From an optimization exercise on the open Yosys and OpenROAD flow, aimed at small area; shortcuts taken in it are not production practice.
The RTL was checked by simulation tests, not by an equivalence proof against the original design.
Power is estimated from default activity; no workload was simulated.

## main
==> flow/design.v (excerpt) <==
module top(
        input CLK,
        input rst,
        input c1,
        input c2,
        input c3,
        input init,
        output Bounce_Remover_outc1,
        output Bounce_Remover_outc2,
        output Bounce_Remover_outc3,
        output mixer_out1,
        output mixer_out2,
        output mixer_out3,
        output so1,
        output so2,
        output so3,
        output dfil_new_out1,
        output dfil_new_out2,
        output dfil_new_out3,
        output UARTTX
    );
clock: 110.0 ns
lec_check: 0
cap_margin: 20
core_margin: 2
core_utilization: 50
place_density: 0.6
slew_margin: 20
standard.sh (not shown) runs the stock make flow with config.mk's settings and CLKGATE_MAP_FILE= SYNTH_SCRIPT=/design/flow/synth_recipe.tcl, a recipe that flattens the netlist after the stock synthesis.
==> flow/flow/run.sh <==
#!/bin/bash
# Layout flow: the standard flow (standard.sh: the standard synthesis and
# ORFS steps) with one change to clock tree synthesis: small clkbuf_4 leaf
# buffers for clusters of at most 9 flip-flops, and no dummy loads.
# The full output of the flow goes to standard.log in the work folder.
set -euo pipefail
export CTS_ARGS="-sink_clustering_enable -repair_clock_nets -sink_clustering_size 9 -sink_clustering_max_diameter 60 -buf_list sky130_fd_sc_hd__clkbuf_4 -dont_use_dummy_load"
bash standard.sh > standard.log 2>&1
The final layout from main, which completed every stage, passed the timing, design-rule and antenna checks at the end of the flow.
Edits applied to the flow inputs when going from main to the feature branch:
Settings: CTS_CLUSTER_SIZE newly set to 16; CTS_CLUSTER_DIAMETER newly set to 80; CTS_BUF_LIST newly set to sky130_fd_sc_hd__clkbuf_8.
==> flow/run.sh (new file) <==
#!/bin/bash
# synth_recipe.tcl (not shown) runs the flow's synth.tcl, then flattens the netlist and writes it again
# the make line also repeats each setting of config.mk as NAME=value (left out here)
make -C /OpenROAD-flow-scripts/flow DESIGN_CONFIG=/design/flow/config.mk WORK_HOME=/design/flow/orfs CLKGATE_MAP_FILE= SYNTH_SCRIPT=/design/flow/synth_recipe.tcl finish
removed: flow/flow/run.sh
removed: flow/standard.sh
Results
The feature branch — transition time at the pin with the least slew margin 0.015 ns higher, main as reference. Between the feature branch and main, the sum of routed wire segments on met1 figures differ only marginally. The feature branch: overall routed net length 1.0% below main. The feature branch: count of nets after finishing about 2% below main. Setup slack in the feature branch is 0.26 ns above main. The feature branch against main: fraction of area in registers fell by 0.52 points, design area rose by 0.77%, area added between synthesis and finish rose by 0.82 points, wire length of the first global-routing pass fell by 1.5%, quantity of gates resized following cts stayed essentially flat. Compared with main, the feature branch shows a lower data arrival time at the worst-slack endpoint.

== wip/indigo ==
Another version of the RTL of top (not shown whole).
Size in the first run: about 8300 cells after synthesis, roughly 3800 flip-flops, roughly 19 I/O pins, ~110000 sq um of cells after synthesis.
## top
module top(
        input CLK,
        input rst,
        input c1,
        input c2,
        input c3,
        input init,
        output Bounce_Remover_outc1,
        output Bounce_Remover_outc2,
        output Bounce_Remover_outc3,
        output mixer_out1,
        output mixer_out2,
        output mixer_out3,
        output so1,
        output so2,
        output so3,
        output dfil_new_out1,
        output dfil_new_out2,
        output dfil_new_out3,
        output UARTTX
    );
export LEC_CHECK = 0
export CAP_MARGIN = 20
export CORE_MARGIN = 2
export CORE_UTILIZATION = 50
export PLACE_DENSITY = 0.6
export SLEW_MARGIN = 20
create_clock -name core_clock -period 110.0 [get_ports {CLK}]
==> flow/flow/run.sh <==
#!/bin/bash
# Layout flow: the standard flow (standard.sh: the standard synthesis and
# ORFS steps) with one change to clock tree synthesis: small clkbuf_4 leaf
# buffers for clusters of at most 9 flip-flops, and no dummy loads.
# The full output of the flow goes to standard.log in the work folder.
set -euo pipefail
export CTS_ARGS="-sink_clustering_enable -repair_clock_nets -sink_clustering_size 9 -sink_clustering_max_diameter 60 -buf_list sky130_fd_sc_hd__clkbuf_4 -dont_use_dummy_load"
bash standard.sh > standard.log 2>&1
## Diff of input files: wip/lagoon against wip/indigo
# wip/indigo
export LEC_CHECK = 0
export CAP_MARGIN = 20
export CORE_MARGIN = 2
export CORE_UTILIZATION = 50
export PLACE_DENSITY = 0.6
export SLEW_MARGIN = 20
create_clock -name core_clock -period 110.0 [get_ports {CLK}]
# wip/lagoon
export LEC_CHECK = 0
export CAP_MARGIN = 20
export CORE_MARGIN = 2
export CORE_UTILIZATION = 50
export CTS_BUF_LIST = sky130_fd_sc_hd__clkbuf_8
export CTS_CLUSTER_DIAMETER = 80
export CTS_CLUSTER_SIZE = 16
export PLACE_DENSITY = 0.6
export SLEW_MARGIN = 20
create_clock -name core_clock -period 110.0 [get_ports {CLK}]
==> flow/run.sh (new file) <==
#!/bin/bash
# synth_recipe.tcl (not shown) runs the flow's synth.tcl, then flattens the netlist and writes it again
# the make line also repeats each setting of config.mk as NAME=value (left out here)
make -C /OpenROAD-flow-scripts/flow DESIGN_CONFIG=/design/flow/config.mk WORK_HOME=/design/flow/orfs CLKGATE_MAP_FILE= SYNTH_SCRIPT=/design/flow/synth_recipe.tcl finish
removed: flow/flow/run.sh
removed: flow/standard.sh
Results
- Clock power: wip/lagoon worse than wip/indigo
- Changes observed in wip/lagoon relative to wip/indigo: share of power burned in combinational logic neither gained nor lost much; count of clock buffers in the final design fell by about 40%.
